Source: an optimization exercise on an open RTL-to-GDS flow (aim: small area, a short achievable clock period and few clock cycles). Production flows keep margins and buffers that such runs may drop. Only simulation tests tie the RTL to the original design; equivalence was not proved. Power figures rest on the tool's default switching activity, not on a simulated workload.

==> flow/design.v (excerpt) <==
module top_v1b (
    input clk,
    input rst,
    input wr,
    input [2:0] address,
    input [7:0] wdata,
    output [7:0] rdata,
    output busy
);
Settings: LEC_CHECK=0, ABC_AREA=1, CAP_MARGIN=20, CORE_MARGIN=2, CORE_UTILIZATION=40, PLACE_DENSITY=0.6, SETUP_SLACK_MARGIN=3.5, SLEW_MARGIN=20, TNS_END_PERCENT=10; clock period 8.0 ns.
standard.sh (not shown) runs the stock make flow with config.mk's settings and CLKGATE_MAP_FILE= SYNTH_SCRIPT=/design/flow/synth_recipe.tcl, a recipe that flattens the netlist after the stock synthesis.
==> flow/flow/run.sh <==
#!/bin/bash
# The standard layout, with two changes to how it is made:
#  - ports are buffered with buf_4 instead of the delay buffer buffer_ports picks;
#  - timing repair may resize cells across footprints.
# The make output (every ORFS step, plus ORFS's own per-step logs under orfs/logs)
# goes to flow_make.log in this folder.
set -euo pipefail
bash standard.sh MATCH_CELL_FOOTPRINT=0 "BUFFER_PORTS_ARGS=-buffer_cell sky130_fd_sc_hd__buf_4" finish > flow_make.log 2>&1
Testbench counts at the start, summed over its fixed seeds: cycles 157,093.
Next try:
CORE_UTILIZATION = 60   (was 40)
PLACE_DENSITY = 0.8   (was 0.6)
SETUP_SLACK_MARGIN = 3.2   (was 3.5)
TNS_END_PERCENT = not set   (was 10)
Outcome:
- The changed run produced a clean layout
- wire length came out lower by a few percent
- clock skew hardly moves
- clock power came out lower by a few percent
- sequential cell count stays the same
- cell count came out lower by a little under a tenth
- combinational power came out lower by a few percent
- die area came out lower by a quarter to a third
Next try:
CORE_UTILIZATION = 40   (was 60)
PLACE_DENSITY = 0.6   (was 0.8)
SETUP_SLACK_MARGIN = 3.4   (was 3.2)
TNS_END_PERCENT = 20   (was not set)
Final area is higher by 3.2%.
First-iteration DRC count drops by 21%.
Clock power is higher by about 1%.
Setup slack is better by 0.19 ns.
Maximum frequency increases by 4.3%.
Sequential share of layout area drops by 0.80 points.
Via count falls by 2.7%.
Power is higher by 0.61%.
Register-to-register slack is better by 0.12 ns.
Next try:
==> flow/run.sh (new file) <==
#!/bin/bash
# synth_recipe.tcl (not shown) runs the flow's synth.tcl, then flattens the netlist and writes it again
# the make line also repeats each setting of config.mk as NAME=value (left out here)
make -C /OpenROAD-flow-scripts/flow DESIGN_CONFIG=/design/flow/config.mk WORK_HOME=/design/flow/orfs CLKGATE_MAP_FILE= SYNTH_SCRIPT=/design/flow/synth_recipe.tcl finish
TNS_END_PERCENT = not set   (was 20)
removed: flow/flow/run.sh
removed: flow/standard.sh
Outcome: Register-to-register slack improves by 0.06 ns. Wire length goes up by a few percent. Power went up by a few percent. Sequential power rose slightly. Non-clock buffer count climbs by 15. Via count grows slightly.

Another version of the RTL of top_v1b (not shown whole).
Size in the first run: ~1300 cells after synthesis, roughly 110 flip-flops, ~23 I/O pins, about 0.011 sq mm of cells after synthesis.
// top_v1b
module top_v1b (
    input clk,
    input rst,
    input wr,
    input [2:0] address,
    input [7:0] wdata,
    output [7:0] rdata,
    output busy
);
clock: 8.0 ns
lec_check: 0
cap_margin: 20
core_margin: 2
core_utilization: 40
place_density: 0.6
setup_slack_margin: 3.3
slew_margin: 20
==> flow/flow/run.sh <==
#!/bin/bash
# The standard layout, with two changes to how it is made:
#  - ports are buffered with buf_4 instead of the delay buffer buffer_ports picks;
#  - timing repair may resize cells across footprints.
# The make output (every ORFS step, plus ORFS's own per-step logs under orfs/logs)
# goes to flow_make.log in this folder.
set -euo pipefail
bash standard.sh MATCH_CELL_FOOTPRINT=0 "BUFFER_PORTS_ARGS=-buffer_cell sky130_fd_sc_hd__buf_4" finish > flow_make.log 2>&1
Testbench counts at the start, summed over its fixed seeds: cycles 157,093.
Change:
==> flow/run.sh (new file) <==
#!/bin/bash
# synth_recipe.tcl (not shown) runs the flow's synth.tcl, then flattens the netlist and writes it again
# the make line also repeats each setting of config.mk as NAME=value (left out here)
make -C /OpenROAD-flow-scripts/flow DESIGN_CONFIG=/design/flow/config.mk WORK_HOME=/design/flow/orfs CLKGATE_MAP_FILE= SYNTH_SCRIPT=/design/flow/synth_recipe.tcl finish
ABC_AREA = 1   (was not set)
SETUP_SLACK_MARGIN = 3.4   (was 3.3)
removed: flow/flow/run.sh
removed: flow/standard.sh
Outcome: Design area goes down by 4.7%. Total power goes down by 7.1%. Via count goes up by 6.9%. Count of clock-buffer cells in the layout goes up by 1. Global-route usage goes up by 0.76 points. Core utilization goes down by 3.7 points. Sequential share of layout area goes up by 1.1 points.
Change:
ABC_AREA = not set   (was 1)
SETUP_SLACK_MARGIN = 3.0   (was 3.4)
Outcome: The changed run produced a clean layout. Clock skew shrinks by 0.0071 ns. Critical path depth grows by 12. Area after synthesis shrinks slightly. Via count shrinks by a little under a tenth. Synthesized cell count shrinks by about a fifth. Design area shrinks slightly. Maximum frequency shrinks by roughly a tenth. Register-to-register slack is worse by 0.51 ns. Clock-buffer cell count shrinks by 1.

RTL: one of the versions met above, not the one the previous note started from.
Size: roughly 1700 cells after synthesis, roughly 110 flip-flops, about 23 I/O pins.
## top_v1b
module top_v1b (
    input clk,
    input rst,
    input wr,
    input [2:0] address,
    input [7:0] wdata,
    output [7:0] rdata,
    output busy
);
export LEC_CHECK = 0
export ABC_AREA = 1
export CAP_MARGIN = 20
export CORE_MARGIN = 2
export CORE_UTILIZATION = 40
export PLACE_DENSITY = 0.6
export SETUP_SLACK_MARGIN = 3.6
export SLEW_MARGIN = 20
export TNS_END_PERCENT = 20
create_clock -name core_clock -period 8.0 [get_ports {clk}]
==> flow/flow/run.sh <==
#!/bin/bash
# The standard layout, with two changes to how it is made:
#  - ports are buffered with buf_4 instead of the delay buffer buffer_ports picks;
#  - timing repair may resize cells across footprints.
# The make output (every ORFS step, plus ORFS's own per-step logs under orfs/logs)
# goes to flow_make.log in this folder.
set -euo pipefail
bash standard.sh MATCH_CELL_FOOTPRINT=0 "BUFFER_PORTS_ARGS=-buffer_cell sky130_fd_sc_hd__buf_4" finish > flow_make.log 2>&1
The starting point ran to the end with no violations.
Testbench counts at the start, summed over its fixed seeds: cycles 157,093.
Rerun with:
==> flow/run.sh (new file) <==
#!/bin/bash
# synth_recipe.tcl (not shown) runs the flow's synth.tcl, then flattens the netlist and writes it again
# the make line also repeats each setting of config.mk as NAME=value (left out here)
make -C /OpenROAD-flow-scripts/flow DESIGN_CONFIG=/design/flow/config.mk WORK_HOME=/design/flow/orfs CLKGATE_MAP_FILE= SYNTH_SCRIPT=/design/flow/synth_recipe.tcl finish
- TNS_END_PERCENT: 20 -> not set
removed: flow/flow/run.sh
removed: flow/standard.sh
Outcome: The new run completed with no timing, DRC or antenna violations; fmax stays flat; via count increases by 3.4%; sequential share of layout area decreases by 1.6 points; core utilization increases by 3.5 points.
Rerun with:
==> flow/flow/run.sh (new file) <==
#!/bin/bash
# The standard layout, with two changes to how it is made:
#  - ports are buffered with buf_4 instead of the delay buffer buffer_ports picks;
#  - timing repair may resize cells across footprints.
# The make output (every ORFS step, plus ORFS's own per-step logs under orfs/logs)
# goes to flow_make.log in this folder.
set -euo pipefail
bash standard.sh MATCH_CELL_FOOTPRINT=0 "BUFFER_PORTS_ARGS=-buffer_cell sky130_fd_sc_hd__buf_4" finish > flow_make.log 2>&1
==> flow/standard.sh (new file) <==
#!/bin/bash
# synth_recipe.tcl (not shown) runs the flow's synth.tcl, then flattens the netlist and writes it again
# the make line also repeats each setting of config.mk as NAME=value (left out here)
make -C /OpenROAD-flow-scripts/flow DESIGN_CONFIG=/design/flow/config.mk WORK_HOME=/design/flow/orfs CLKGATE_MAP_FILE= SYNTH_SCRIPT=/design/flow/synth_recipe.tcl "${@:-finish}"
- SETUP_SLACK_MARGIN: 3.6 -> 3.4
removed: flow/run.sh
Synthesized area is unchanged.
Via count goes down by 4.9%.
Cell area goes down by 9.9%.
Rerun with:
- CORE_UTILIZATION: 40 -> 60
- PLACE_DENSITY: 0.6 -> 0.8
After rerunning: Synthesized area does not change. Power rises by 1.2%. Sequential share of layout area rises by 0.35 points. Worst setup slack loses 0.080 ns. Design area falls by 1.4%. Synthesized cell count stays the same. Clock skew is about the same. Hold slack loses 0.016 ns. First-iteration DRC count rises by 46%.
Rerun with:
==> flow/run.sh (new file) <==
#!/bin/bash
# synth_recipe.tcl (not shown) runs the flow's synth.tcl, then flattens the netlist and writes it again
# the make line also repeats each setting of config.mk as NAME=value (left out here)
make -C /OpenROAD-flow-scripts/flow DESIGN_CONFIG=/design/flow/config.mk WORK_HOME=/design/flow/orfs CLKGATE_MAP_FILE= SYNTH_SCRIPT=/design/flow/synth_recipe.tcl finish
- CORE_UTILIZATION: 60 -> 40
- PLACE_DENSITY: 0.8 -> 0.6
- SETUP_SLACK_MARGIN: 3.4 -> 3.5
removed: flow/flow/run.sh
removed: flow/standard.sh
=>
- The new run completed without violations
- setup slack improves by 0.034 ns
- design area grows by 6.4%
- critical path depth does not change
- die area grows by 48%
- count of clock-buffer cells in the layout stays the same
- routed wire length grows by 7.5%
- synthesized area does not change
- non-clock buffer count grows by 33
- core utilization shrinks by 20 points

top_v1b again, from the RTL that the note above started with.
clock: 8.0 ns
lec_check: 0
abc_area: 1
cap_margin: 5
core_margin: 2
core_utilization: 40
place_density: 0.6
setup_slack_margin: 3.4
slew_margin: 5
==> flow/flow/run.sh <==
#!/bin/bash
# The standard layout, with two changes to how it is made:
#  - ports are buffered with buf_4 instead of the delay buffer buffer_ports picks;
#  - timing repair may resize cells across footprints.
# The make output (every ORFS step, plus ORFS's own per-step logs under orfs/logs)
# goes to flow_make.log in this folder.
set -euo pipefail
bash standard.sh MATCH_CELL_FOOTPRINT=0 "BUFFER_PORTS_ARGS=-buffer_cell sky130_fd_sc_hd__buf_4" finish > flow_make.log 2>&1
The baseline finished clean.
Testbench counts at the start, summed over its fixed seeds: cycles 157,093.
Rerun with:
==> flow/run.sh (new file) <==
#!/bin/bash
# synth_recipe.tcl (not shown) runs the flow's synth.tcl, then flattens the netlist and writes it again
# the make line also repeats each setting of config.mk as NAME=value (left out here)
make -C /OpenROAD-flow-scripts/flow DESIGN_CONFIG=/design/flow/config.mk WORK_HOME=/design/flow/orfs CLKGATE_MAP_FILE= SYNTH_SCRIPT=/design/flow/synth_recipe.tcl finish
Settings changed: CAP_MARGIN 5 to 20, CORE_UTILIZATION 40 to 55, PLACE_DENSITY 0.6 to 0.75, SLEW_MARGIN 5 to 20.
removed: flow/flow/run.sh
removed: flow/standard.sh
What happened: The new run went through all stages and came out clean. Wire length goes down slightly. Sequential power is about the same. Setup slack is worse by 0.050 ns. Critical path depth grows by 16. Via count increases by a few percent. Total power rises slightly.
Rerun with:
==> flow/flow/run.sh (new file) <==
#!/bin/bash
# The standard layout, with two changes to how it is made:
#  - ports are buffered with buf_4 instead of the delay buffer buffer_ports picks;
#  - timing repair may resize cells across footprints.
# The make output (every ORFS step, plus ORFS's own per-step logs under orfs/logs)
# goes to flow_make.log in this folder.
set -euo pipefail
bash standard.sh MATCH_CELL_FOOTPRINT=0 "BUFFER_PORTS_ARGS=-buffer_cell sky130_fd_sc_hd__buf_4" finish > flow_make.log 2>&1
==> flow/standard.sh (new file) <==
#!/bin/bash
# synth_recipe.tcl (not shown) runs the flow's synth.tcl, then flattens the netlist and writes it again
# the make line also repeats each setting of config.mk as NAME=value (left out here)
make -C /OpenROAD-flow-scripts/flow DESIGN_CONFIG=/design/flow/config.mk WORK_HOME=/design/flow/orfs CLKGATE_MAP_FILE= SYNTH_SCRIPT=/design/flow/synth_recipe.tcl "${@:-finish}"
Settings changed: CORE_UTILIZATION 55 to 40, PLACE_DENSITY 0.75 to 0.6, SETUP_SLACK_MARGIN 3.4 to 3.6.
removed: flow/run.sh
What happened:
- total power rises by a few percent
- global-route usage fell by 7.5 points
- first-iteration DRC count is lower by a little under a tenth
- non-clock buffer count grows by 20
- critical path depth went up by 2
Rerun with:
Settings changed: SETUP_SLACK_MARGIN 3.6 to 3.2.
Effect: The new run completed with no timing, DRC or antenna violations; first-iteration DRC count shrinks by 6.2%; global-route usage fell by 0.70 points; clock skew barely changes; worst hold slack is about the same; clock power goes up by about 1%; final cell count falls by 2.1%; utilization went down by 3.6 points; cell area came out lower by 7.3%.

==> separate check: timing with driven ports <==
How much do the figures lean on ideal ports? The routed layouts below were timed once more, with nothing changed but the port constraints.
Step 1 sets driving cells, clkbuf_16 on the clock port and buf_2 on the other inputs (assumed; they add their load-dependent delay and slew).
Step 2 also shifts input and output timing later by t, the mid clock arrival at the registers, as if the neighbouring blocks saw the same clock.
Three values: no drivers, after step 1, after step 2; two values: the first two.
run | t, ns | setup slack, ns | hold slack, ns | worst setup path at the end | latest minus earliest clock arrival (ns)
the first run of note 1 | 0.425 | 3.532 / 3.532 / 3.532 | 0.512 / 0.512 / 0.512 | register to register | 0.021 / 0.021
the second run of note 1 | 0.430 | 3.295 / 3.270 / 3.270 | 0.496 / 0.496 / 0.496 | input to output | 0.021 / 0.021
the third run of note 1 | 0.424 | 3.487 / 3.487 / 3.487 | 0.509 / 0.509 / 0.509 | register to register | 0.020 / 0.019
the fourth run of note 1 | 0.436 | 3.452 / 3.418 / 3.404 | 0.516 / 0.516 / 0.516 | input to register | 0.020 / 0.020
the first run of note 2 | 0.418 | 3.025 / 3.025 / 3.025 | 0.472 / 0.472 / 0.472 | register to register | 0.010 / 0.010
the second run of note 2 | 0.417 | 3.470 / 3.470 / 3.074 | 0.510 / 0.510 / 0.510 | input to register | 0.017 / 0.016
the third run of note 2 | 0.426 | 2.985 / 2.985 / 2.985 | 0.486 / 0.486 / 0.486 | register to register | 0.010 / 0.009
the first run of note 3 | 0.424 | 3.531 / 3.531 / 3.531 | 0.511 / 0.511 / 0.511 | register to register | 0.018 / 0.019
the second run of note 3 | 0.433 | 3.522 / 3.522 / 3.357 | 0.508 / 0.508 / 0.508 | input to register | 0.016 / 0.017
the third run of note 3 | 0.423 | 3.522 / 3.491 / 3.491 | 0.511 / 0.511 / 0.511 | input to output | 0.018 / 0.019
the fourth run of note 3 | 0.430 | 3.442 / 3.442 / 3.442 | 0.496 / 0.496 / 0.496 | register to register | 0.018 / 0.018
the fifth run of note 3 | 0.436 | 3.476 / 3.476 / 3.359 | 0.517 / 0.517 / 0.517 | input to register | 0.021 / 0.020
the first run of note 4 | 0.423 | 3.522 / 3.491 / 3.491 | 0.511 / 0.511 / 0.511 | input to output | 0.018 / 0.019
the second run of note 4 | 0.415 | 3.472 / 3.462 / 3.279 | 0.514 / 0.514 / 0.514 | input to register | 0.012 / 0.012
the third run of note 4 | 0.420 | 3.553 / 3.553 / 3.553 | 0.512 / 0.512 / 0.512 | register to register | 0.017 / 0.017
the fourth run of note 4 | 0.428 | 3.375 / 3.345 / 3.345 | 0.510 / 0.510 / 0.510 | input to output | 0.016 / 0.015
After both steps setup and hold are still met in every run listed. For the second run of note 2, which loses most, drivers alone change the setup slack by 0.000 ns; drivers and shift together by -0.396 ns.
